What follows belongs to an exercise in optimizing a design on an open flow for small area and a short achievable clock period; a production flow would make more cautious choices.
In this exercise RTL edits were held to simulation tests only and were not proved equivalent to the original.
Power figures rest on the tool's default switching activity, not on a simulated workload.

<file path="design/flow/design.v">
module CPU(
    input clk_div, rst_n,
    input ext_irq,
    output [31:0] imem_addr,
    input  [31:0] imem_data,
    output [31:0] dmem_addr,
    output [31:0] dmem_wdata,
    output dmem_we,
    output dmem_re,
    input  [31:0] dmem_rdata
);
    wire clk;
    assign clk = clk_div;
    wire rst;
    assign rst = ~rst_n;
    wire IF_flush,
        IF2ID_flush, 
        IF2ID_EN, 
        ID2EX_flush, 
        PCWrite;
    wire [31:0] IFPC_In;
    wire [31:0] IFPC_Out,  
        IF2ID_PCIn,
        IF2ID_PCOut,
        ID2EX_PC_In,
        ID2EX_PC_Out,
        EX2MEM_PC_In,
        EX2MEM_PC_Out,
        MEM2WB_PC_In,
        MEM2WB_PC_Out;
    wire [31:0] IF2ID_InstructionIn,
        IF2ID_InstructionOut;
    wire ID2EX_AluSrc1_In, 
        ID2EX_AluSrc2_In, 
        ID2EX_RegWrite_In, 
        ID2EX_Branch_In, 
        ID2EX_Jump_In, 
        ID2EX_MemWrite_In, 
        ID2EX_MemRead_In, 
        ID2EX_Sign_In;
    wire [31:0] rdata1, 
        rdata2, 
        ID2EX_DataBusA_In, 
        ID2EX_DataBusB_In, 
        ID2EX_Imm_In;
    wire [4:0] ID2EX_Rd_In, 
        ID2EX_Rt_In, 
        ID2EX_Rs_In, 
        ID2EX_Shamt_In; 
    wire [5:0] ID2EX_ALUFun_In; 
    wire [2:0] ID2EX_PCSrc_In;
    wire [1:0] ID2EX_RegDst_In, 
        ID2EX_MemtoReg_In;
    wire ID2EX_AluSrc1_Out, 
        ID2EX_AluSrc2_Out, 
        ID2EX_RegWrite_Out, 
        ID2EX_Branch_Out, 
        ID2EX_Jump_Out, 
        ID2EX_MemWrite_Out, 
        ID2EX_MemRead_Out, 
        ID2EX_Sign_Out;
    wire [31:0] ID2EX_DataBusA_Out, 
        ID2EX_DataBusB_Out, 
        ID2EX_Imm_Out,
        DataBusC;
    wire [4:0] ID2EX_Rd_Out, 
        ID2EX_Rt_Out, 
        ID2EX_Rs_Out,
        ID2EX_Shamt_Out;
    wire [5:0] ID2EX_ALUFun_Out; 
    wire [2:0] ID2EX_PCSrc_Out;  
    wire [1:0] ID2EX_RegDst_Out, 
        ID2EX_MemtoReg_Out;
    wire IRQ,                
        IRQ_;
    reg IRQ__;
    wire ExtOp,LuOp,Sign;    
    wire [4:0] Rs;
    wire [4:0] Rd;
    wire [4:0] Rt;
    wire [15:0] Imm16;
    wire [31:0] ConBA;
    reg [31:0] wdata;
    wire Branch;
    wire EX2MEM_RegWrite_In, 
        EX2MEM_MemWrite_In, 
        EX2MEM_MemRead_In;
    wire [31:0] EX2MEM_ALUOut_In, 
        EX2MEM_DataBusB_In;
    wire [4:0] EX2MEM_AddrC_In;
    wire [1:0] EX2MEM_MemtoReg_In;
    wire EX2MEM_RegWrite_Out, 
        EX2MEM_MemWrite_Out, 
        EX2MEM_MemRead_Out;
    wire [31:0] EX2MEM_ALUOut_Out,
        EX2MEM_DataBusB_Out;
    wire [4:0] EX2MEM_AddrC_Out;
    wire [1:0] EX2MEM_MemtoReg_Out; 
    wire ForwardC, 
        ForwardD;
    wire [1:0] ForwardA, 
        ForwardB;
    reg [31:0] ALU1, 
        ForwardB_Out;
    wire [31:0] ALU2;
    wire MEM2WB_RegWrite_Out; 
    wire [4:0] MEM2WB_AddrC_Out; 
    wire MEM2WB_RegWrite_In; 
    wire [31:0] MEM2WB_ALUOut_In, 
        MEM2WB_rdata_In;
    wire [4:0] MEM2WB_AddrC_In; 
    wire [1:0] MEM2WB_MemtoReg_In;
    wire [31:0] MEM2WB_ALUOut_Out, 
        MEM2WB_rdata_Out; 
    wire [1:0] MEM2WB_MemtoReg_Out; 
    wire Branch_;
    assign Branch_ = ~IRQ_ & Branch;
    IF RegIF(
        .clk(clk), 
        .rst(rst), 
        .flush(IF_flush), 
        .PCSrc(ID2EX_PCSrc_In), 
        .PCWrite(PCWrite), 
        .Branch(Branch_), 
        .ConBA(ConBA), 
        .JT(IF2ID_InstructionOut[25:0]), 
        .DataBusA(ID2EX_DataBusA_In), 
        .PC_In(IF2ID_PCIn), 
        .PC_Out(IFPC_Out)
    );
    assign imem_addr = IFPC_Out;
    assign IF2ID_InstructionIn = imem_data;
    assign IF2ID_PCIn = IFPC_Out; 
    wire irq_IF2ID_flush;
    wire irq_ID2EX_flush;
    assign irq_ID2EX_flush = ~IRQ_ & ID2EX_flush;
    assign irq_IF2ID_flush = ~IRQ_ & IF2ID_flush;
    IF2ID RegIF2ID(
        .clk(clk), 
        .rst(rst), 
        .flush(irq_IF2ID_flush), 
        .EN(IF2ID_EN), 
        .PCIn(IF2ID_PCIn), 
        .InstructionIn(IF2ID_InstructionIn), 
        .PCOut(IF2ID_PCOut), 
        .InstructionOut(IF2ID_InstructionOut)
    );
    assign ID2EX_PC_In = IF2ID_PCOut;
    assign ID2EX_Shamt_In = IF2ID_InstructionOut[10:6];
    assign Rd = IF2ID_InstructionOut[15:11];
    assign Rt = IF2ID_InstructionOut[20:16];
    assign Rs = IF2ID_InstructionOut[25:21];
    assign Imm16 = IF2ID_InstructionOut[15:0];
    assign ID2EX_Sign_In = Sign;
    assign DataBusC = ExtOp ? {{16{Imm16[15]}}, Imm16} : {16'b0, Imm16};
    assign ID2EX_Imm_In = LuOp ? {Imm16, 16'b0} : DataBusC;
    assign ConBA = {ID2EX_Imm_Out[29:0],2'b0} + ID2EX_PC_In;  
    assign ID2EX_Rd_In = IRQ_ ? 5'h0 : IF2ID_InstructionOut[15:11];
    assign ID2EX_Rt_In = IRQ_ ? 5'h0 : IF2ID_InstructionOut[20:16];
    assign ID2EX_Rs_In = IRQ_ ? 5'h0 : IF2ID_InstructionOut[25:21];
    always @ (posedge clk)
            IRQ__ <= IRQ;  
    assign IRQ_ = ~IRQ__ & IRQ;
    Control control(
        .irq(IRQ_), .PC31(IF2ID_PCOut[31]), 
        .OpCode(IF2ID_InstructionOut[31:26]), 
        .Funct(IF2ID_InstructionOut[5:0]), 
        .PCSrc(ID2EX_PCSrc_In), 
        .RegDst(ID2EX_RegDst_In), .MemtoReg(ID2EX_MemtoReg_In), 
        .ALUFun(ID2EX_ALUFun_In), 
        .RegWrite(ID2EX_RegWrite_In), .ALUSrc1(ID2EX_AluSrc1_In), .ALUSrc2(ID2EX_AluSrc2_In), .Branch(ID2EX_Branch_In),
        .Jump(ID2EX_Jump_In), .MemWrite(ID2EX_MemWrite_In), .MemRead(ID2EX_MemRead_In), .ExtOp(ExtOp), .LuOp(LuOp), .Sign(Sign)
    );
    assign Branch = ID2EX_Branch_Out & EX2MEM_ALUOut_In[0];  
    Hazard hzd(
        .ID2EX_MemRead(ID2EX_MemRead_Out), 
        .Branch(Branch), 
        .Jump(ID2EX_Jump_In),  
        .ID2EX_Rt(ID2EX_Rt_Out), 
        .IF2ID_Rs(ID2EX_Rs_In), 
        .IF2ID_Rt(ID2EX_Rt_In), 
        .PCWrite(PCWrite), 
        .IF2ID_flush(IF2ID_flush), 
        .IF2ID_write(IF2ID_EN), 
        .ID2EX_flush(ID2EX_flush)
    );
    Register register(
        .clk(clk), .rst(rst),
        .RegWrite(MEM2WB_RegWrite_Out), 
        .PC(IFPC_Out), 
        .r1(Rs), .r2(Rt), .w(MEM2WB_AddrC_Out), 
        .wdata(wdata), 
        .rdata1(rdata1), .rdata2(rdata2)
    );
    assign ID2EX_DataBusA_In = (IRQ_ & ~IF2ID_PCOut[31]) ? 32'b0 : 
        ForwardC ? wdata : 
        rdata1;
    assign ID2EX_DataBusB_In = (IRQ_ & ~IF2ID_PCOut[31]) ? (Branch ? ConBA : ID2EX_PC_In) : 
        ForwardD ? wdata : 
        rdata2;
    ID2EX RegID2EX(
        .clk(clk), 
        .rst(rst), 
        .flush(irq_ID2EX_flush), 
        .PC_In(ID2EX_PC_In), 
        .DataBusA_In(ID2EX_DataBusA_In), 
        .DataBusB_In(ID2EX_DataBusB_In), 
        .Imm_In(ID2EX_Imm_In), 
        .Rd_In(ID2EX_Rd_In), 
        .Rt_In(ID2EX_Rt_In), 
        .Rs_In(ID2EX_Rs_In), 
        .Shamt_In(ID2EX_Shamt_In),
        .Sign_In(ID2EX_Sign_In), 
        .AluSrc1_In(ID2EX_AluSrc1_In), 
        .AluSrc2_In(ID2EX_AluSrc2_In), 
        .RegWrite_In(ID2EX_RegWrite_In), 
        .Branch_In(ID2EX_Branch_In), 
        .Jump_In(ID2EX_Jump_In), 
        .MemWrite_In(ID2EX_MemWrite_In), 
        .MemRead_In(ID2EX_MemRead_In), 
        .ALUFun_In(ID2EX_ALUFun_In), 
        .PCSrc_In(ID2EX_PCSrc_In), 
        .RegDst_In(ID2EX_RegDst_In), 
        .MemtoReg_In(ID2EX_MemtoReg_In), 
        .Shamt_Out(ID2EX_Shamt_Out),
        .AluSrc1_Out(ID2EX_AluSrc1_Out), 
        .AluSrc2_Out(ID2EX_AluSrc2_Out), 
        .RegWrite_Out(ID2EX_RegWrite_Out), 
        .Branch_Out(ID2EX_Branch_Out), 
        .Jump_Out(ID2EX_Jump_Out), 
        .MemWrite_Out(ID2EX_MemWrite_Out), 
        .MemRead_Out(ID2EX_MemRead_Out), 
        .Sign_Out(ID2EX_Sign_Out), 
        .PC_Out(ID2EX_PC_Out), 
        .DataBusA_Out(ID2EX_DataBusA_Out), 
        .DataBusB_Out(ID2EX_DataBusB_Out), 
        .Imm_Out(ID2EX_Imm_Out), 
        .Rd_Out(ID2EX_Rd_Out), 
        .Rt_Out(ID2EX_Rt_Out), 
        .Rs_Out(ID2EX_Rs_Out), 
        .ALUFun_Out(ID2EX_ALUFun_Out), 
        .PCSrc_Out(ID2EX_PCSrc_Out),  
        .RegDst_Out(ID2EX_RegDst_Out), 
        .MemtoReg_Out(ID2EX_MemtoReg_Out) 
    );
    assign EX2MEM_RegWrite_In = ID2EX_RegWrite_Out;
    assign EX2MEM_MemWrite_In = ID2EX_MemWrite_Out;
    assign EX2MEM_MemRead_In = ID2EX_MemRead_Out;
    assign EX2MEM_PC_In = ID2EX_PC_Out;
    assign EX2MEM_MemtoReg_In = ID2EX_MemtoReg_Out;
    assign EX2MEM_DataBusB_In = ForwardB_Out;
    always @ (*)
        case (ForwardA)
            2'h0: ALU1 = ID2EX_AluSrc1_Out ? {27'b0,ID2EX_Shamt_Out[4:0]} : ID2EX_DataBusA_Out;
            2'h1: ALU1 = wdata;
            2'h2: ALU1 = EX2MEM_ALUOut_Out;
            default: ALU1 = 32'h0;
        endcase
    always @ (*)
        case (ForwardB)
            2'h0: ForwardB_Out = ID2EX_DataBusB_Out;
            2'h1: ForwardB_Out = wdata;
            2'h2: ForwardB_Out = EX2MEM_ALUOut_Out;
            default: ForwardB_Out = 32'h0;
        endcase
    assign ALU2 = ID2EX_AluSrc2_Out ? ID2EX_Imm_Out : ForwardB_Out;
    ALU alu(
        .in1(ALU1), .in2(ALU2), 
        .ALUFun(ID2EX_ALUFun_Out), .sign(ID2EX_Sign_Out), 
        .out(EX2MEM_ALUOut_In)
    );
    Forward fwd(
        .EX2MEM_RegWrite(EX2MEM_RegWrite_Out), 
        .MEM2WB_RegWrite(MEM2WB_RegWrite_Out), 
        .EX2MEM_Rd(EX2MEM_AddrC_Out), 
        .MEM2WB_Rd(MEM2WB_AddrC_Out), 
        .ID2EX_Rs(ID2EX_Rs_Out), 
        .IF2ID_Rs(ID2EX_Rs_In), 
        .ID2EX_Rt(ID2EX_Rt_Out), 
        .IF2ID_Rt(ID2EX_Rt_In), 
        .ID2EX_Rd(ID2EX_Rd_Out), 
        .ForwardA(ForwardA), 
        .ForwardB(ForwardB), 
        .ForwardC(ForwardC), 
        .ForwardD(ForwardD)
    );
    assign EX2MEM_AddrC_In = (ID2EX_RegDst_Out==2'h0) ? ID2EX_Rd_Out : 
        (ID2EX_RegDst_Out==2'h1) ? ID2EX_Rt_Out : 
        (ID2EX_RegDst_Out==2'h2) ? 5'd31 :  
        (ID2EX_RegDst_Out==2'h3) ? 5'd26 :  
        5'b0;  
    EX2MEM RegEX2MEM(
        .clk(clk), 
        .rst(rst), 
        .RegWrite_In(EX2MEM_RegWrite_In), 
        .MemWrite_In(EX2MEM_MemWrite_In), 
        .MemRead_In(EX2MEM_MemRead_In), 
        .PC_In(EX2MEM_PC_In),  
        .DataBusB_In(EX2MEM_DataBusB_In), 
        .MemtoReg_In(EX2MEM_MemtoReg_In), 
        .ALUOut_In(EX2MEM_ALUOut_In), 
        .AddrC_In(EX2MEM_AddrC_In), 
        .RegWrite_Out(EX2MEM_RegWrite_Out), 
        .MemWrite_Out(EX2MEM_MemWrite_Out), 
        .MemRead_Out(EX2MEM_MemRead_Out), 
        .PC_Out(EX2MEM_PC_Out),  
        .DataBusB_Out(EX2MEM_DataBusB_Out), 
        .ALUOut_Out(EX2MEM_ALUOut_Out), 
        .AddrC_Out(EX2MEM_AddrC_Out), 
        .MemtoReg_Out(EX2MEM_MemtoReg_Out)
    );
    always @ (*) begin
        case (MEM2WB_MemtoReg_Out)
            2'h0: wdata = MEM2WB_ALUOut_Out;
            2'h1: wdata = MEM2WB_rdata_Out;  
            default : wdata = 32'b0;
        endcase
    end
    assign dmem_addr = EX2MEM_ALUOut_Out;
    assign dmem_wdata = EX2MEM_DataBusB_Out;
    assign dmem_we = EX2MEM_MemWrite_Out;
    assign dmem_re = EX2MEM_MemRead_Out;
    assign MEM2WB_rdata_In = EX2MEM_MemRead_Out ? dmem_rdata : 32'b0;
    assign IRQ = ext_irq;
    assign IF_flush = 1'b0;
    assign MEM2WB_RegWrite_In = EX2MEM_RegWrite_Out;
    assign MEM2WB_PC_In = EX2MEM_PC_Out;
    assign MEM2WB_ALUOut_In = EX2MEM_ALUOut_Out;
    assign MEM2WB_AddrC_In = EX2MEM_AddrC_Out;
    assign MEM2WB_MemtoReg_In = EX2MEM_MemtoReg_Out;
    MEM2WB RegMEM2WB(
        .clk(clk), 
        .rst(rst), 
        .RegWrite_In(MEM2WB_RegWrite_In), 
        .PC_In(MEM2WB_PC_In),  
        .ALUOut_In(MEM2WB_ALUOut_In), 
        .rdata_In(MEM2WB_rdata_In), 
        .AddrC_In(MEM2WB_AddrC_In), 
        .MemtoReg_In(MEM2WB_MemtoReg_In), 
        .RegWrite_Out(MEM2WB_RegWrite_Out), 
        .PC_Out(MEM2WB_PC_Out),  
        .ALUOut_Out(MEM2WB_ALUOut_Out), 
        .rdata_Out(MEM2WB_rdata_Out), 
        .AddrC_Out(MEM2WB_AddrC_Out), 
        .MemtoReg_Out(MEM2WB_MemtoReg_Out)
    );
endmodule
module IF(
    input clk, rst, flush,
    input [31:0] PC_In,
    input [2:0] PCSrc, 
    input PCWrite, 
        Branch, 
    input [31:0] ConBA, 
        DataBusA, 
    input [25:0] JT, 
    output reg [31:0] PC_Out
);
    always @(posedge clk or posedge rst) begin
        if (rst) begin
            PC_Out <= 0;
        end else if(flush)
            PC_Out <= {PC_Out[31], {31{1'b0}}};
        else if (PCWrite) begin
            if(Branch) begin
                PC_Out <= ConBA;
            end else case (PCSrc)                 
                3'h0: PC_Out <= PC_In+32'h4;  
                3'h1: PC_Out <= PC_In+32'h4;
                3'h2: PC_Out <= {PC_In[31:28], JT, 2'b0};
                3'h3: PC_Out <= DataBusA;  
                3'h4: PC_Out <= 32'h8000_0004;  
                3'h5: PC_Out <= 32'h8000_0008;  
                default: PC_Out <= 32'h8000_0008;
            endcase
        end else
            PC_Out <= PC_Out; 
        end
endmodule
module IF2ID(
    input clk, rst, flush, EN, 
    input [31:0]PCIn, InstructionIn, 
    output reg [31:0] PCOut, InstructionOut
);
    always @(posedge clk or posedge rst) begin
        if (rst) begin
            PCOut<=32'h8000_0000;
            InstructionOut<=0;
        end else if(flush) begin
            PCOut <= {PCOut[31], {31{1'b0}}};
            InstructionOut<=32'h0;
        end else if(EN) begin
            PCOut<=PCIn;
            InstructionOut<=InstructionIn;
        end else begin
            PCOut<=PCOut;
            InstructionOut<=InstructionOut;
        end
    end
endmodule
module ID2EX(
    input clk, rst, flush, 
    input AluSrc1_In, AluSrc2_In, RegWrite_In, Branch_In, Jump_In, MemWrite_In, MemRead_In, Sign_In,
    input [31:0] PC_In, DataBusA_In, DataBusB_In, Imm_In,
    input [4:0] Rd_In, Rt_In, Rs_In, Shamt_In, 
    input [5:0] ALUFun_In, 
    input [2:0] PCSrc_In, 
    input [1:0] RegDst_In, MemtoReg_In, 
    output reg AluSrc1_Out, AluSrc2_Out, RegWrite_Out, Branch_Out, Jump_Out, MemWrite_Out, MemRead_Out, Sign_Out,
    output reg [31:0] PC_Out, DataBusA_Out, DataBusB_Out, Imm_Out,
    output reg [4:0] Rd_Out, Rt_Out, Rs_Out, Shamt_Out, 
    output reg [5:0] ALUFun_Out, 
    output reg [2:0] PCSrc_Out, 
    output reg [1:0] RegDst_Out, MemtoReg_Out
);
    always @(posedge clk or posedge rst) begin
        if (rst) begin
            AluSrc1_Out <= 0;
            AluSrc2_Out <= 0;
            RegWrite_Out <= 0;
            Branch_Out <= 0;
            Jump_Out <= 0;
            MemWrite_Out <= 0;
            MemRead_Out <= 0;
            Sign_Out <= 0;
            PC_Out <= 0;
            DataBusA_Out <= 0;
            DataBusB_Out <= 0;
            Imm_Out <= 0;
            Rd_Out <= 0;
            Rt_Out <= 0;
            Rs_Out <= 0;
            ALUFun_Out <= 0;
            PCSrc_Out <= 0;
            RegDst_Out <= 0;
            MemtoReg_Out <= 0;
            Shamt_Out <= 0;
        end else if (flush) begin
            AluSrc1_Out <= 0;
            AluSrc2_Out <= 0;
            RegWrite_Out <= 0;
            Branch_Out <= 0;
            Jump_Out <= 0;
            MemWrite_Out <= 0;
            MemRead_Out <= 0;
            Sign_Out <= 0;
            PC_Out <= {PC_Out[31], {31{1'b0}}};
            DataBusA_Out <= 0;
            DataBusB_Out <= 0;
            Imm_Out <= 0;
            Rd_Out <= 0;
            Rt_Out <= 0;
            Rs_Out <= 0;
            ALUFun_Out <= 0;
            PCSrc_Out <= 0;
            RegDst_Out <= 0;
            MemtoReg_Out <= 0;
            Shamt_Out <= 0;
        end else begin
            AluSrc1_Out <= AluSrc1_In;
            AluSrc2_Out <= AluSrc2_In;
            RegWrite_Out <= RegWrite_In;
            Branch_Out <= Branch_In;
            Jump_Out <= Jump_In;
            MemWrite_Out <= MemWrite_In;
            MemRead_Out <= MemRead_In;
            Sign_Out <= Sign_In;
            PC_Out <= PC_In;
            DataBusA_Out <= DataBusA_In;
            DataBusB_Out <= DataBusB_In;
            Imm_Out <= Imm_In;
            Rd_Out <= Rd_In;
            Rt_Out <= Rt_In;
            Rs_Out <= Rs_In;
            ALUFun_Out <= ALUFun_In;
            PCSrc_Out <= PCSrc_In;
            RegDst_Out <= RegDst_In;
            MemtoReg_Out <= MemtoReg_In;
            Shamt_Out <= Shamt_In;
        end
    end
endmodule
module EX2MEM(
    input clk, rst, 
    input RegWrite_In, MemWrite_In, MemRead_In, 
    input [31:0] PC_In, ALUOut_In, DataBusB_In, 
    input [4:0] AddrC_In, 
    input [1:0] MemtoReg_In, 
    output reg RegWrite_Out, MemWrite_Out, MemRead_Out, 
    output reg [31:0] PC_Out, ALUOut_Out, DataBusB_Out, 
    output reg [4:0] AddrC_Out, 
    output reg [1:0] MemtoReg_Out
);
    always @(posedge clk or posedge rst) begin
        if (rst) begin
            RegWrite_Out <= 0;
            MemWrite_Out <= 0;
            MemRead_Out <= 0;
            PC_Out <= 0;
            ALUOut_Out <= 0;
            AddrC_Out <= 0;
            MemtoReg_Out <= 0;
            DataBusB_Out <= 0;
        end else begin
            RegWrite_Out <= RegWrite_In;
            MemWrite_Out <= MemWrite_In;
            MemRead_Out <= MemRead_In;
            PC_Out <= PC_In;
            ALUOut_Out <= ALUOut_In;
            AddrC_Out <= AddrC_In;
            MemtoReg_Out <= MemtoReg_In;
            DataBusB_Out <= DataBusB_In;
        end
    end
endmodule
module MEM2WB(
    input clk, rst,
    input RegWrite_In, 
    input [31:0] PC_In, ALUOut_In, rdata_In, 
    input [4:0] AddrC_In, 
    input [1:0] MemtoReg_In, 
    output reg RegWrite_Out, 
    output reg [31:0] PC_Out, ALUOut_Out, rdata_Out, 
    output reg [4:0] AddrC_Out, 
    output reg [1:0] MemtoReg_Out
);
    always @(posedge clk or posedge rst) begin
        if (rst) begin
            RegWrite_Out <= 0;
            PC_Out <= 0;
            ALUOut_Out <= 0;
            AddrC_Out <= 0;
            MemtoReg_Out <= 0;
            rdata_Out <= 0;
        end else begin
            RegWrite_Out <= RegWrite_In;
            PC_Out <= PC_In;
            ALUOut_Out <= ALUOut_In;
            AddrC_Out <= AddrC_In;
            MemtoReg_Out <= MemtoReg_In;
            rdata_Out <= rdata_In;
        end
    end
endmodule
module Control (
    input irq, PC31,
    input [5:0] OpCode, Funct,
    output [2:0] PCSrc,  
    output [1:0] RegDst, MemtoReg,  
    output RegWrite, ALUSrc1, ALUSrc2, Branch,
        MemWrite, MemRead, ExtOp, LuOp, Sign, 
    output reg Jump, 
    output reg [5:0] ALUFun
);
    wire EXC;  
    reg [5:0] f;
    parameter ALUadd = 6'b000_000;
    parameter ALUsub = 6'b000_001;
    parameter ALUand = 6'b011_000;
    parameter ALUor  = 6'b011_110;
    parameter ALUxor = 6'b010_110;
    parameter ALUnor = 6'b010_001;
    parameter ALUnop = 6'b011_010;
    parameter ALUsll = 6'b100_000;
    parameter ALUsrl = 6'b100_001;
    parameter ALUsra = 6'b100_011;
    parameter ALUeq  = 6'b110_011;
    parameter ALUneq = 6'b110_001;
    parameter ALUlt  = 6'b110_101;
    parameter ALUlez = 6'b111_101;
    parameter ALUgez = 6'b111_001;
    parameter ALUgtz = 6'b111_111;
    assign EXC = ~( ( OpCode <= 6'hd && OpCode >= 6'h1 ) || (OpCode == 6'hf || OpCode == 6'h23 || OpCode == 6'h2b) || 
    ( OpCode == 6'h0 && (Funct == 6'h8 || Funct == 6'h9 || Funct == 6'h0 || Funct == 6'h2 || Funct == 6'h3 || (Funct >= 6'h20 && Funct <= 6'h27) || Funct == 6'h2a || Funct == 6'h2b ) ) );
    assign PCSrc = (~PC31&irq) ? 3'h4 :      
        (~PC31&EXC) ? 3'h5 :  
        (OpCode == 6'h00) ? ( (Funct == 6'h08)|(Funct == 6'h09) ? 3'h3 : 3'h0 ) :  
        (OpCode == 6'h02 || OpCode == 6'h03) ? 3'h2 :  
        (OpCode == 6'h01 || (OpCode > 6'h03 && OpCode < 6'h08)) ? 3'h1 :  
        3'h0 ;  
    assign Branch = (OpCode <= 6'h07 && OpCode >= 6'h4)|(OpCode == 6'h1)|(OpCode == 6'h00 && (Funct == 6'h8 || Funct == 6'h9)) ? 1'b1 : 1'b0;
    always @ (*)
        case (OpCode)
            6'h2: Jump = 1'h1;
            6'h3: Jump = 1'h1;
            6'h0: Jump = (Funct == 6'h8 || Funct == 6'h9) ? 1'h1 : 1'h0;
            default: Jump = 1'h0;
        endcase
    assign RegWrite = (~PC31&irq)|(~PC31&EXC) ? 1'b1 : 
        (OpCode == 6'h01 || OpCode == 6'h02 || OpCode == 6'h04 || OpCode == 6'h05 || OpCode == 6'h06 || OpCode == 6'h07 || OpCode == 6'h2b || (OpCode==6'h00 && Funct==6'h08)) ? 1'b0 : 1'b1;
    assign RegDst = (~PC31&irq)|(~PC31&EXC) ? 2'h3 : 
        (OpCode == 6'h23 || OpCode == 6'hf || OpCode == 6'h8 || OpCode == 6'h9 || OpCode == 6'hc || OpCode == 6'hd || OpCode == 6'ha || OpCode == 6'hb) ? 2'h1 : 
        (OpCode == 6'h03 || (OpCode == 6'h0 && Funct == 6'h9) ) ? 2'h2 : 
        2'h0 ;
    assign MemRead = (~PC31&irq) ? 1'b0 : 
        (OpCode == 6'h23) ? 1'b1 : 1'b0;
    assign MemWrite = (OpCode == 6'h2b) ? 1'b1 : 1'b0;
    assign MemtoReg = (~PC31&irq) ? 2'h0 : 
        (~PC31&EXC) ? 2'h2 :
        (OpCode == 6'h23) ? 2'h1 : 
        ( OpCode == 6'h03 || (OpCode==6'h00 && (Funct == 6'h08 || Funct == 6'h09)) ) ? 2'h2 : 
        2'h0 ;
    assign ALUSrc1 = (~PC31&irq) ? 1'b0 : 
        (OpCode == 6'h00) ? ( (Funct == 6'h0 || Funct == 6'h2 || Funct == 6'h3) ? 1'b1 : 1'b0 ) : 1'b0;
    assign ALUSrc2 = (~PC31&irq) ? 1'b0 : 
        (OpCode == 6'h00 || (OpCode >= 6'h1 && OpCode <= 6'h7) ) ? 1'b0 : 1'b1;
    assign ExtOp = (OpCode == 6'h0) ? ( (Funct == 6'h20 || Funct == 6'h22 || Funct == 6'h2a || Funct == 6'h8) ? 1'b1 : 1'b0 ) : 
            ( (OpCode == 6'h23 || OpCode == 6'h2b || OpCode == 6'h8 || OpCode == 6'h1 || OpCode == 6'ha || (OpCode >= 6'h4 && OpCode <= 6'h7) ) ? 1'b1 : 1'b0 );
    assign LuOp = (OpCode == 6'h0f) ? 1'b1 : 1'b0;
    assign Sign = ExtOp;
    always @ (*)
        case (Funct)
            6'd32: f = ALUadd;
            6'd33: f = ALUadd;
            6'd34: f = ALUsub;
            6'd35: f = ALUsub;
            6'd36: f = ALUand;
            6'd37: f = ALUor;
            6'd38: f = ALUxor;
            6'd39: f = ALUnor;
            6'd0 : f = ALUsll;
            6'd2 : f = ALUsrl;
            6'd3 : f = ALUsra;
            6'd42: f = ALUlt;
            6'd43: f = ALUlt;
            6'd8 : f = ALUadd;
            6'd9 : f = ALUadd;
            default : f = ALUnop;
        endcase
    always @ (*)
        if (~PC31&irq)
            ALUFun = ALUadd;
        else 
            case (OpCode)
                6'h00: ALUFun = f;
                6'h23: ALUFun = ALUadd;
                6'h2b: ALUFun = ALUadd;
                6'h0f: ALUFun = ALUadd;
                6'h08: ALUFun = ALUadd;
                6'h09: ALUFun = ALUadd;
                6'h0c: ALUFun = ALUand;
                6'h0d: ALUFun = ALUor;
                6'h0a: ALUFun = ALUlt;
                6'h0b: ALUFun = ALUlt;
                6'h04: ALUFun = ALUeq;
                6'h05: ALUFun = ALUneq;
                6'h06: ALUFun = ALUlez;
                6'h07: ALUFun = ALUgtz;
                6'h01: ALUFun = ALUgez;
                6'h02: ALUFun = ALUadd;
                6'h03: ALUFun = ALUadd;
                default : ALUFun = ALUnop;  
            endcase
endmodule
module ALU (
    input [31:0] in1, in2, 
    input [5:0] ALUFun,
    input sign, 
    output reg [31:0] out
);
    reg zero, overflow; 
    wire negative;
    reg [31:0] out00, out01, out10, out11;
    reg nega;
    assign negative = sign&nega;
    always @ (*) begin
        case (ALUFun[0])
            1'b0: begin
                out00 = in1 + in2;
                zero = (out00 == 1'b0)? 1'b1 : 1'b0;
                overflow = (sign&(in1[31]&in2[31]) ^ (in1[30]&in2[30])) | (~sign&(in1[31]&in2[31]));
                nega = out00[31];
            end
            1'b1: begin
                out00 = in1 + ~in2 + 32'b1;
                zero = (out00 == 1'b0)? 1'b1 : 1'b0;
                overflow = (sign&(in1[31]&in2[31]) ^ (in1[30]&in2[30])) | (~sign&(in1[31]&in2[31]));
                nega = out00[31];
            end
            default : out00 = 32'b0;
        endcase
        case (ALUFun[3:1])
            3'b001: out11 = zero ? 32'b1 : 32'b0;
            3'b000: out11 = zero ? 32'b0 : 32'b1;
            3'b010: out11 = nega ? 32'b1 : 32'b0;
            3'b110: out11 = (nega|zero) ? 32'b1 : 32'b0;  
            3'b100: out11 = (~in1[31]) ? 32'b1 : 32'b0;  
            3'b111: out11 = (~in1[31]&~zero) ? 32'b1 : 32'b0;  
            default : out11 = 32'b0;
        endcase
        case (ALUFun[3:0])
            4'b1000: out01 = in1 & in2;
            4'b1110: out01 = in1 | in2;
            4'b0110: out01 = in1 ^ in2;
            4'b0001: out01 = ~(in1 | in2);
            4'b1010: out01 = in1;
            default : out01 = 32'b0;
        endcase
        case (ALUFun[1:0])
            2'b00: begin                             
                        out10 = in2;
                        if (in1[4]) out10 = out10<<16;
                        if (in1[3]) out10 = out10<<8;
                        if (in1[2]) out10 = out10<<4;
                        if (in1[1]) out10 = out10<<2;
                        if (in1[0]) out10 = out10<<1;
                    end
            2'b01: begin                             
                        out10 = in2;
                        if (in1[4]) out10 = out10>>16;
                        if (in1[3]) out10 = out10>>8;
                        if (in1[2]) out10 = out10>>4;
                        if (in1[1]) out10 = out10>>2;
                        if (in1[0]) out10 = out10>>1;
                    end
            2'b11: begin                             
                        out10 = in2;
                        if (in1[4]) out10 = (out10>>16) | {{16{in2[31]}},{16{1'b0}}};
                        if (in1[3]) out10 = ((out10>>8) | {{8{in2[31]}},{24{1'b0}}});
                        if (in1[2]) out10 = (out10>>4) | {{4{in2[31]}},{28{1'b0}}};
                        if (in1[1]) out10 = (out10>>2) | {{2{in2[31]}},{30{1'b0}}};
                        if (in1[0]) out10 = (out10>>1) | {{1{in2[31]}},{31{1'b0}}};
                    end
            default : out10 = 32'b0;
        endcase
        case(ALUFun[5:4])
            2'b00: out = out00;
            2'b01: out = out01;
            2'b10: out = out10;
            2'b11: out = out11;
            default: out<= 32'b0;
        endcase
    end
endmodule
module Register (
    input clk, rst,
    input RegWrite, 
    input [4:0] r1, r2, w,  
    input [31:0] wdata,  
        PC,              
    output [31:0] rdata1, rdata2
);
    reg [31:0] Reg[31:1];  
    integer i;
    assign rdata1 = (r1==5'b0) ? 32'b0 : Reg[r1];  
    assign rdata2 = (r2==5'b0) ? 32'b0 : Reg[r2];
    always @ (posedge clk or posedge rst) begin  
        if (rst)                                
            for(i=1;i<32;i=i+1) Reg[i]<=32'b0;   
        else begin 
            if ( RegWrite && ~(w==5'b0) )       
                Reg[w] <= wdata;
        end
    end
endmodule
module Forward(
    input EX2MEM_RegWrite, 
    input MEM2WB_RegWrite, 
    input [4:0] EX2MEM_Rd,      
            MEM2WB_Rd,      
            ID2EX_Rs, 
            IF2ID_Rs, 
            ID2EX_Rt, 
            IF2ID_Rt, 
            ID2EX_Rd, 
    output reg[1:0] ForwardA,
        ForwardB, 
    output reg ForwardC, 
        ForwardD
);
    always @(*) begin
        if((EX2MEM_RegWrite)&&(EX2MEM_Rd!=5'h0)&&(EX2MEM_Rd==ID2EX_Rs))
            ForwardA <= 2'h2;
        else if( (MEM2WB_RegWrite) & (|MEM2WB_Rd) & (MEM2WB_Rd==ID2EX_Rs) & ~(EX2MEM_Rd==ID2EX_Rs&&EX2MEM_RegWrite))
            ForwardA <= 2'h1;
        else
            ForwardA <= 2'h0;
    end
    always @(*) begin
        if((EX2MEM_RegWrite)&(|EX2MEM_Rd)&(EX2MEM_Rd==ID2EX_Rt))
            ForwardB <= 2'h2;
        else if((MEM2WB_RegWrite) & (|MEM2WB_Rd) & (MEM2WB_Rd==ID2EX_Rt) & ~(EX2MEM_Rd==ID2EX_Rt&&EX2MEM_RegWrite)  )
            ForwardB <= 2'h1;
        else
            ForwardB <= 2'h0;
    end
    always @ (*)
        if(MEM2WB_RegWrite & (|MEM2WB_Rd) & (MEM2WB_Rd == IF2ID_Rs))  
            ForwardC = 1'b1;
        else
            ForwardC = 1'b0;
    always @ (*)
        if(MEM2WB_RegWrite & (|MEM2WB_Rd) & (MEM2WB_Rd == IF2ID_Rt))  
            ForwardD = 1'b1;
        else
            ForwardD = 1'b0;
endmodule
module Hazard(
    input ID2EX_MemRead, 
        Branch, 
        Jump, 
    input[4:0] ID2EX_Rt, 
        IF2ID_Rs, 
        IF2ID_Rt, 
    output reg PCWrite, 
        IF2ID_flush, 
        IF2ID_write,
        ID2EX_flush
);
    always @(*) begin
        if(ID2EX_MemRead&((ID2EX_Rt==IF2ID_Rs)|(ID2EX_Rt==IF2ID_Rt))) begin
            PCWrite = 1'b0;
            IF2ID_flush = 1'b0;
            IF2ID_write = 1'b0;
            ID2EX_flush = 1'b1;
        end else if(Jump) begin
            PCWrite = 1'b1;
            IF2ID_flush = 1'b1;
            IF2ID_write = 1'b0;
            ID2EX_flush = 1'b0;
        end else if(Branch) begin 
            PCWrite = 1'b1;
            IF2ID_flush = 1'b1;
            IF2ID_write = 1'b0;
            ID2EX_flush = 1'b1;
        end else begin
            PCWrite = 1'b1;
            IF2ID_flush = 1'b0;
            IF2ID_write = 1'b1;
            ID2EX_flush = 1'b0;
        end
    end
 endmodule
</file>
<file path="design/flow/run.sh">
#!/bin/bash
# synth_recipe.tcl (not shown) runs the flow's synth.tcl, then flattens the netlist and writes it again
# the make line also repeats each setting of config.mk as NAME=value (left out here)
make -C /OpenROAD-flow-scripts/flow DESIGN_CONFIG=/design/flow/config.mk WORK_HOME=/design/flow/orfs CLKGATE_MAP_FILE= SYNTH_SCRIPT=/design/flow/synth_recipe.tcl finish
</file>
<file path="design/flow/config.mk">
export PLATFORM = sky130hd
export DESIGN_NAME = CPU
export DESIGN_NICKNAME = CPU
export VERILOG_FILES = /design/flow/design.v
export SDC_FILE = /design/flow/constraint.sdc
export NUM_CORES = 4
export LEC_CHECK = 0
export CAP_MARGIN = 20
export CORE_MARGIN = 2
export CORE_UTILIZATION = 40
export PLACE_DENSITY = 0.6
export SLEW_MARGIN = 20
</file>
<file path="design/flow/constraint.sdc">
create_clock -name core_clock -period 11.0 [get_ports {clk_div}]
set_input_delay 2.2000 -clock core_clock [delete_from_list [all_inputs] [get_ports {clk_div}]]
set_output_delay 2.2000 -clock core_clock [all_outputs]
set_load 0.01 [all_outputs]
</file>
==> results.txt <==
layout make-up:
type                            count  area (um^2)
Sequential cell                  1367        34200
Clock inverter                     53          551
Tap cell                         2495         3120
Fill cell                       18239       103000
Antenna cell                       43          108
Multi-Input combinational cell   6441        38700
Inverter                          145          544
Clock buffer                      208         4370
Timing Repair Buffer              431         3770
cells in the final DEF, fill, tap and decap left out, drive strengths merged, types with 23 or more instances in the layout:
cell           netlist  layout
nand2             1421    1421
clkbuf             699     209
a221oi             248     248
and2                57      57
a222oi              86      86
dfrtp             1365    1365
o21ai             1346    1346
o211ai              37      37
nor2b               24      24
clkinv               4      35
clkdlybuf4s50        0     163
nand2b              34      34
mux2i              144     144
buf                110     267
inv                141     148
and3                55      55
nor3               135     135
o311ai              23      23
a31oi               36      36
xor2                27      27
a21o                40      40
a221o               44      44
ha                 131     131
or2                 50      50
a22o               201     201
a211oi              42      42
nand4              173     173
o22ai               33      33
a22oi              482     482
diode                0      43
o2111ai             23      23
nand3              151     151
nor4                42      42
nor2               579     579
a21oi              377     377
xnor2              107     107
per-stage QoR:
step	instances	setup slack, ns
2_1_floorplan	8762	3.28
3_3_place_gp	10876	1.48
3_5_place_dp	10876	1.34
4_1_cts	11137	1.28
5_1_grt	11151	0.537
6_report	11183	0.796
where the power goes:
| part | internal (mW) | switching [mW] | leakage (nW) | total [mW] |
|---|---|---|---|---|
| clock network | 2.94 | 2.25 | 2.43 | 5.19 |
| logic | 2.78 | 6.60 | 15.3 | 9.38 |
| registers | 6.65 | 1.85 | 18.6 | 8.50 |
routing by layer:
| layer | routed length [um] | vias to the layer above |
|---|---|---|
| li1 | - | 31661 |
| met2 | 165000 | 6729 |
| met3 | 57800 | 2082 |
| met5 | 538 | - |
| met1 | 151000 | 37946 |
| met4 | 35400 | 34 |
cell families after synthesis:
group / synth area share
flip-flops: 0.452
AND/OR/NAND/NOR: 0.161
buffers and inverters: 0.0481
AO/OA/AOI/OAI: 0.277
adder cells (fa/ha/maj): 0.0224
XOR/XNOR: 0.0155
multiplexers: 0.0242
path summary, 6_finish.rpt:
path	cells past startpoint	to	start
min in group asynchronous	1	register.Reg[9][18]	rst_n
max in group asynchronous	3	register.Reg[13][9]	rst_n
worst max register to register	26	RegID2EX.Imm_Out[18]	RegMEM2WB.AddrC_Out[2]
worst min-delay path	0	RegEX2MEM.MemtoReg_Out[1]	RegID2EX.MemtoReg_Out[1]
worst min register to register	0	RegEX2MEM.MemtoReg_Out[1]	RegID2EX.MemtoReg_Out[1]
worst max-delay path	26	RegID2EX.Imm_Out[18]	RegMEM2WB.AddrC_Out[2]
==> impl_metrics.json <==
{
  "max_freq_mhz": 98.0,
  "cts-root-buf": "clkbuf_16",
  "hpwlAfterDp_um": 257000,
  "ir_worst_vdd_mv": 0.203,
  "critPathMaxStageDelay_ns": 0.86,
  "drtAntennaViolNets": 0,
  "drtPass1Iterations": 13,
  "use_met2": 0.574,
  "drv_cap": 0,
  "r2r_slack_ns": 0.80,
  "drc_errors": 0,
  "fp.dieArea_um2": 193000,
  "antenna_found_initial": 36,
  "fin_crit_ns": 10.20,
  "setup_tns_ns": 0,
  "synth_area_leaders": "dfrtp_1 45%, o21ai_0 8.8%, nand2_1 7.0%, a22oi_1 4.8%, clkbuf_1 3.5%",
  "io_pins": 165,
  "synth_edf_count": 0,
  "start_util": 0.403,
  "die_w_um": 439,
  "min-delay-path-class": "reg -> reg",
  "hold_violations": 0,
  "powerDensity_nw_per_um2": 270,
  "wl_per_cell_um": 36.7,
  "vias_per_cell": 7.02,
  "worst_ep_arrival_time_ns": 10.95,
  "cp_top_family": "simple AND/OR/NAND/NOR gates",
  "cts_made_buffers": 147,
  "cts_htree_levels": 4,
  "place.gp.congestion": 1.03,
  "final_core_util": 0.454,
  "final-setup-viol-count": 0,
  "grt_start_max_net_pins": 163,
  "endpoint_kind": "register",
  "grt_overflow_total": 0,
  "area_growth_pct": 12.8,
  "grt_util_met3": 0.165,
  "netlist_top_cells_count": "1,420 x nand2_1, 1,365 x dfrtp_1, 1,333 x o21ai_0",
  "syn_inst": 8762,
  "core.rowCount": 159,
  "holdWs_ns": 0.348,
  "ys_seq_elements": 1367,
  "slew_viol_final": 0,
  "placed_area_um2": 80300,
  "synth_top_area_cell": "dfrtp_1",
  "cts.sink_count": 1367,
  "met1_usage": 0.521,
  "layout-drive-gt1-share": 0.0831,
  "cts_tree": "done",
  "worst_pin_slew_ns": 1.39,
  "core_um2": 188000,
  "nNetsFinal": 8734,
  "synth_cell_types": 94,
  "portBuffers": 164,
  "path_max_fanout": 62,
  "timing.slew.headroom": 0.0640,
  "crit_required_ns": 11.75,
  "grt_pass1_vias": 72328,
  "wirelength_um": 410000,
  "yosys_warnings": 12,
  "crit_type": "reg -> reg",
  "syn_avg_cell_area_um2": 8.64,
  "regMostFlops": "register.Reg",
  "async_reset_ff_frac": 0.999,
  "busiest_layer": "met2",
  "largest_reg_flops": 992,
  "die_y_um": 439,
  "status": "finished clean",
  "cp-start-kind": "register",
  "cpMostUsedCell": "buf_4",
  "synth_top_cell_area_share": 0.451,
  "clockBufferDepth": 3,
  "num_vias": 78452,
  "yosysMostFrequentCell": "nand2_1",
  "total_power_mw": 23.1,
  "clk_latency_ns": 0.84,
  "design_area_um2": 85400,
  "grt_pass1_wl_um": 566000,
  "hold_buffers": 0,
  "cts_resized": 0,
  "rsz0062_at_grt": "no",
  "synth_flop_cell": "dfrtp_1",
  "skew_ns": 0.0427,
  "ys_seq_area_frac": 0.452,
  "syn_nets": 8963,
  "slowest_stage": "a222oi_1",
  "crit_buf_inv": 5,
  "cts.clk_slew.worst_paths_ns": 0.06,
  "syn_area_um2": 75700,
  "leakage_nw": 36.4,
  "drt_iter0_markers": 15549,
  "post_cts_buffers": 0,
  "finalCritPeriodShare": 0.928,
  "track_usage": 0.413
}

==> separate check: timing with driven ports <==
Ports are ideal in the flow. The routed layout listed here was re-timed in OpenROAD. Step 1 sets driving cells, clkbuf_16 on the clock port and buf_2 on the other inputs (assumed; they add their load-dependent delay and slew). Step 2 moves the port delays by t, midway between the first and last clock arrival at a register: inputs arrive t later, outputs are due t later. That takes back most of the time a late clock gives input paths. Slacks: ideal / step 1 / step 2; pairs: ideal / step 1.
t, ns: 0.912
slack for setup (ns): 0.796 / 0.796 / 0.796
worst register clock-pin slew, ns: 0.07 / 0.07
cell pins on the clock port's net: 1
After both steps this run still meets setup and hold. The setup slack of this run moves by 0.000 ns with the drivers and by 0.000 ns with both steps.
